Source: an optimization exercise on an open RTL-to-GDS flow (aim: small area, a short achievable clock period and few clock cycles). Production flows keep margins and buffers that such runs may drop.
The RTL was checked by simulation tests, not by an equivalence proof against the original design.
No activity file was given, so power comes from the tool's default toggle rates.

==> flow/design.v (outline; a module is shown in full before it is edited, if it fits) <==
// module mul_unit: 2468 lines
module mul_unit
    (
        input logic clk,
        input logic rst,
        input logic [1:0] issue_fn3,
        input logic [31:0] rs1,
        input logic [31:0] rs2,
        input logic issue_new_request,
        input logic [3:0] issue_id,
        output logic issue_ready,
        input logic wb_ack,
        output logic wb_done,
        output logic [3:0] wb_id,
        output logic [31:0] wb_rd
    );
  // ...
==> flow/flow/run.sh <==
#!/bin/bash
# The standard ORFS layout (standard.sh) with two changes:
#  - SYNTH_ARGS=-noabc: Yosys's synth skips its quick "abc -fast" pass, so
#    the full adders written in the RTL reach extract_fa as written; the
#    registers are the same as the standard synthesis's;
#  - the port buffers that buffer_ports inserts are plain buffers
#    (buf_2) instead of the default delay cells.
cp standard.sh standard_sh_copy.log
export BUFFER_PORTS_ARGS="-buffer_cell sky130_fd_sc_hd__buf_2"
bash standard.sh SYNTH_ARGS=-noabc finish > standard.log 2>&1
status=$?
tail -50 standard.log
exit $status
==> flow/standard.sh <==
#!/bin/bash
# synth_recipe.tcl (not shown) runs the flow's synth.tcl, then flattens the netlist and writes it again
# the make line also repeats each setting of config.mk as NAME=value (left out here)
make -C /OpenROAD-flow-scripts/flow DESIGN_CONFIG=/design/flow/config.mk WORK_HOME=/design/flow/orfs CLKGATE_MAP_FILE= SYNTH_SCRIPT=/design/flow/synth_recipe.tcl "${@:-finish}"
==> flow/config.mk <==
export PLATFORM = sky130hd
export DESIGN_NAME = mul_unit
export DESIGN_NICKNAME = mul_unit
export VERILOG_FILES = /design/flow/design.v
export SDC_FILE = /design/flow/constraint.sdc
export NUM_CORES = 4
export LEC_CHECK = 0
export CAP_MARGIN = 5
export CORE_MARGIN = 2
export CORE_UTILIZATION = 40
export CTS_BUF_LIST = sky130_fd_sc_hd__clkbuf_8
export PLACE_DENSITY = 0.8
export SETUP_SLACK_MARGIN = 4
export SLEW_MARGIN = 5
==> flow/constraint.sdc <==
create_clock -name core_clock -period 10.0 [get_ports {clk}]
set_input_delay 2.0000 -clock core_clock [delete_from_list [all_inputs] [get_ports {clk}]]
set_output_delay 2.0000 -clock core_clock [all_outputs]
set_load 0.01 [all_outputs]
==> reports/metrics.csv, run 1 <==
stage,metric,value,unit
critical_path,cp-start-kind,register,
clock_network,cts_made_buffers,17,
sta,max_freq,166,MHz
pwr,p_per_area,338,nW/µm²
pwr,powerSeq,1250,µW
synth,ys_warn_count,1,
layout,final_cell_mix,"xnor2_1, fa_1, o22ai_1",
clock_network,root_buffer,clkbuf_8,
grt,grt_overflow,0,
pwr,swShare,50.1,%
sta,whs,0.457,ns
synth,synth_top_area_share,34.8,%
grt,grt_pass1_wl,132,mm
synth,yosys_register_bits,152,
critical_path,regToRegStartpoint,cut_q[42],
layout,nClkBuffers,18,
critical_path,crit_cells,14,
clock_network,clock_sinks,152,
critical_path,rrSetupSlack,6.57,ns
synth,synth_xor_area_share,19.5,%
critical_path,cp.arrival,4.02,ns
sta,hold_viol,0,
synth,synth_cells,2788,
drt,first_iter_violations,2523,
layout,multi_input_area_share,78.5,%
min_path,hold_path_depth,2,
floorplan,top_level_ports,112,
layout,seq_share,10.6,%
pwr,power.switching,4970,µW
drt,avgRoutedWirePerCell,23.6,µm
run_status,status,timing/DRC/antenna clean,
layout,largest_reg_flops,113,
layout,flops_and_latches,152,
layout,comb.multi_input.count,2277,
critical_path,crit_path_max_fanout,4,
pwr,power.leakage,0.0112,µW
pwr,p_int,4950,µW
synth,synth-simple-area-share,5.08,%
min_path,holdPathEnd,held_rd[25],
critical_path,slowest_stage,dfxtp_1,
clock_network,cts_max_path_buffers,2,
pwr,power,9930,µW
pwr,p_comb_share,82.1,%
sta,maxSlewHeadroom,19.7,%
Testbench counts, summed over its fixed seeds: cycles 16,008.
==> run 2: changes to the inputs <==
--- a/flow/config.mk
+++ b/flow/config.mk
@@ -7,3 +7,3 @@
 export LEC_CHECK = 0
-export CAP_MARGIN = 5
+export CAP_MARGIN = 20
 export CORE_MARGIN = 2
@@ -12,3 +12,3 @@
 export PLACE_DENSITY = 0.8
-export SETUP_SLACK_MARGIN = 4
-export SLEW_MARGIN = 5
+export SETUP_SLACK_MARGIN = 3.85
+export SLEW_MARGIN = 20
==> run 2 against run 1 <==
- sequential share of layout area is 0.12 points higher
- maximum frequency shrank 2.2%
- critical endpoint unchanged
- critical path depth shrank 1
- die area is the same
- sequential cell count unchanged
- combinational power is 2% lower
- synthesized cell count did not move
- routed wire length fell by 1.7%
- sequential power is essentially flat
==> reports/metrics.csv, run 2 <==
stage,metric,value,unit,change
run_status,status,timing/DRC/antenna clean,,
clock_network,clk_pin_slew_worst_paths,0.10,ns,
sta,final.min_clock_period,6.16,ns,
sta,max_freq,162,MHz,-2.2%
critical_path,crit_type,reg -> out,,
clock_network,insertion_delay,0.55,ns,
critical_path,cp_top_family,compound AO/OA/AOI/OAI gates,,
synth,synth_ff_type,dfxtp_1,,
layout,nets,3408,,
clock_network,htree_levels,4,,
layout,final_common_cell,xnor2_1,,
layout,top_regs,"cut_q (113), held_rd (32), id_r (4)",,
grt,grt_overflow,0,,unchanged
clock_network,cts_max_path_buffers,2,,unchanged
drt,wl,84.4,mm,
synth,syn_area,27100,µm²,
grt,grt_antenna_before_repair,2,,
layout,post_route_cells_drive_above_1_share,9.99,%,
clock_network,cts_tree,done,,
synth,synthArstFlopShare,0,%,
floorplan,die_h,264,µm,
floorplan,die_x,264,µm,
grt,grt_usage,23.9,%,
placed_design,io_buffers,111,,
sta,final.setup.tns,0,ns,
sta,tightest_slew,0.920,ns,
grt,grt_pass1_wl,129,mm,-1.9%
grt,grt_pass1_vias,23200,,
pwr,power.leakage,0.0111,µW,-0.99%
floorplan,fp.coreArea,67200,µm²,
synth,synth_top_area_share,34.8,%,unchanged
min_path,hold_path.class,reg -> reg,,
synth,yosys-top-cells-count,"xnor2_1, fa_1, o22ai_1",,
pwr,p_clk_share,5.0,%,
critical_path,cpPeakStageDelay,0.39,ns,
layout,largest_reg_flops,113,,unchanged
pwr,power.switching,4900,µW,-1.4%
sta,maxSlewHeadroom,38.4,%,+19 points
layout,fillers,6214,,
sta,grt_setup_unrepaired,yes,,
synth,avgSynthCellArea,9.73,µm²,
synth,ys_types,58,,
critical_path,path_cells,"ha_1, a21o_1, a21o_1, a221o_1, a221oi_2, o211a_4, a21oi_2, a211o_1, o21a_1, or3_1, and3_1, o31a_1, buf_2",,
floorplan,num_rows,95,,
synth,syn-num-nets,3466,,
drt,dr.pass1.iters,8,,
clock_network,root_buffer,clkbuf_8,,
sta,hold_viol,0,,unchanged
synth,yosys_register_bits,152,,unchanged
critical_path,cp.arrival,4.16,ns,+0.14 ns
floorplan,top_level_ports,112,,unchanged
synth,ys_top_cells_by_area,"fa_1, xnor2_1, dfxtp_1, o22ai_1, ha_1",,
clock_network,clock_sinks,152,,unchanged
sta,clock_skew,0.0221,ns,
layout,seqCellArea,3090,µm²,
critical_path,cp-start-kind,register,,
layout,syn2layout_area_growth,6.86,%,
critical_path,critPathMostFrequentCell,a21o_1,,
critical_path,crit_path_max_fanout,4,,unchanged
critical_path,cp.required,8.00,ns,
placed_design,placed_cells,3571,,
pwr,p_per_area,336,nW/µm²,-0.58%
drt,avgRoutedWirePerCell,23.3,µm,-1.1%
synth,ys_warn_count,1,,unchanged
drt,drcViolationCount,0,,
drt,vias,22500,,
drt,drtAntennaViolNets,0,,
run,cap_violations,0,,
grt,grt_max_degree,66,,
synth,yosysTopAreaCell,fa_1,,
synth,synth_edf_count,5,,
sta,maxSlewViolCount,0,,
critical_path,worstPathBufferInverterCount,1,,
floorplan,start_util,40.4,%,
sta,period_share,61.6,%,
pwr,p_comb_share,82.3,%,+0.2 points
pwr,swShare,50.3,%,+0.23 points
clock_network,cts_made_buffers,17,,unchanged
layout,fin_cells,3616,,
critical_path,endpoint_kind,primary output,,
drt,first_iter_violations,2570,,+1.9%
placed_design,place_congestion,0.933,,
drt,viasPerCell,6.23,,
placed_design,hpwl,64.0,mm,
synth,synth-seq-area-share,11.4,%,
floorplan,die_area,69900,µm²,
pwr,sequentialPowerShare,12.7,%,
layout,largest-register,cut_q,,
pwr,vdd_drop_max,0.198,mV,
layout,multi_input_area,23000,µm²,
pwr,p_int,4840,µW,-2.3%
synth,synth_cells,2788,,unchanged
clock_network,cts_hold_buffers,0,,
sta,setup_violations,0,,
layout,final_cell_mix,"xnor2_1, fa_1, o22ai_1",,
layout,utilization,43.1,%,
sta,whs,0.455,ns,-0.00152 ns
synth,synth.most_common_cell,xnor2_1,,
critical_path,slowest_stage,a221o_1,,
==> run 2: cell count changes in the layout (fill, tap and decap cells not counted), moves of 4 or more <==
| cell | previous run | this run |
|---|---|---|
| buf_4 | 69 | 58 |
| clkinvlp_4 | 12 | 6 |
| dfxtp_1 | 141 | 146 |
| dfxtp_2 | 6 | 1 |
| ha_1 | 125 | 132 |
| ha_4 | 8 | 0 |
| inv_1 | 97 | 101 |
==> run 2: worst paths after layout <==
kind | start | end | slack (ns) | depth (start not counted)
min reg2reg | held_rd[25] | held_rd[25] | 0.46 | 2
min | held_rd[25] | held_rd[25] | 0.46 | 2
max reg2reg | cut_q[51] | held_rd[22] | 6.43 | 12
max | cut_q[51] | wb_rd[22] | 3.84 | 13
==> run 2: layout make-up <==
class                      count  share of cell area (%)
clock buffer                  17                   0.808
sequential                   152                    10.7
antenna                        1                 0.00864
inverter                     107                    1.52
timing repair buffer         171                    3.50
clock inverter                14                   0.440
timing repair inverter         2                  0.0345
multi-input combinational   2279                    79.2
tap                          873                    3.77
==> run 2: cells by family (layout without fill, tap and decap cells) <==
group,Yosys count,after routing,synth area share [%]
compound gates,759,759,17.5
fa+ha+maj,604,604,40.9
xor+xnor,603,603,19.5
buf+inv,360,311,5.00
simple gates,293,296,5.08
flops,152,152,11.4
mux,17,17,0.651
other cells,0,1,0
==> run 2: metal layers <==
layer / GRT usage, % / up-vias / routed length, µm
met5: 0 / - / 0
met4: 14.5 / 0 / 5410
met3: 7.30 / 403 / 10100
met2: 37.5 / 1589 / 37700
met1: 29.0 / 11000 / 31200
li1: - / 9540 / -
==> run 2: what timing repair did <==
item                                    in CTS  in global routing
gates cloned                                 2                  3
pin swaps                                    3                  9
buffers inserted                             1                  7
endpoints found under the setup margin      55                 46
resized for setup                           13                 34
==> run 2: metrics by stage <==
step	total power (µW)	instance area [µm²]	worst slack (ns)
global route	10700	29000	3.76
detailed placement	9130	28300	3.04
floorplan	6690	27100	3.86
finish	9740	29000	3.84
global placement	8780	28300	3.22
CTS	9650	28800	3.73
==> run 2: worst min-delay path: cells and delay by family (launching register included) <==
kind,cells,cell delay (ns)
AO/OA/AOI/OAI,1,0.06
buffers and inverters,1,0.04
flip-flops,1,0.31
==> run 2: power groups by stage <==
stage,Combinational (µW),Sequential [µW],Clock (µW)
after floorplan,5490,1200,0
after global placement,7530,1240,0
after detailed placement,7880,1250,0
after CTS,7920,1240,496
after global routing,8970,1260,517
final,8020,1240,486

[port drivers added, routing unchanged]
No port has a modelled driver above. Below, the same layouts with a new extraction and two added sets of constraints.
Step 1 assumes that a clkbuf_16 drives the clock port and a buf_2 every other input.
Step 2 times the ports against the registers' clock, not the clock port: input delays grow and output delays shrink by t, the midpoint of the rising clock arrivals with the driver on.
a / b / c = ideal ports / drivers / drivers and shift; a / b = the first two.
run	t (ns)	setup slack, ns	worst setup path after step 2	worst slew at a driven data input, ns	cell pins on the clock port's net
run 1	0.601	3.980 / 3.920 / 3.465	input to register	0.08	1
run 2	0.595	3.842 / 3.784 / 3.417	input to register	0.13	1
After both steps every run listed still meets setup and hold. For run 1, which loses most, drivers alone change the setup slack by -0.060 ns; drivers and shift together by -0.515 ns.
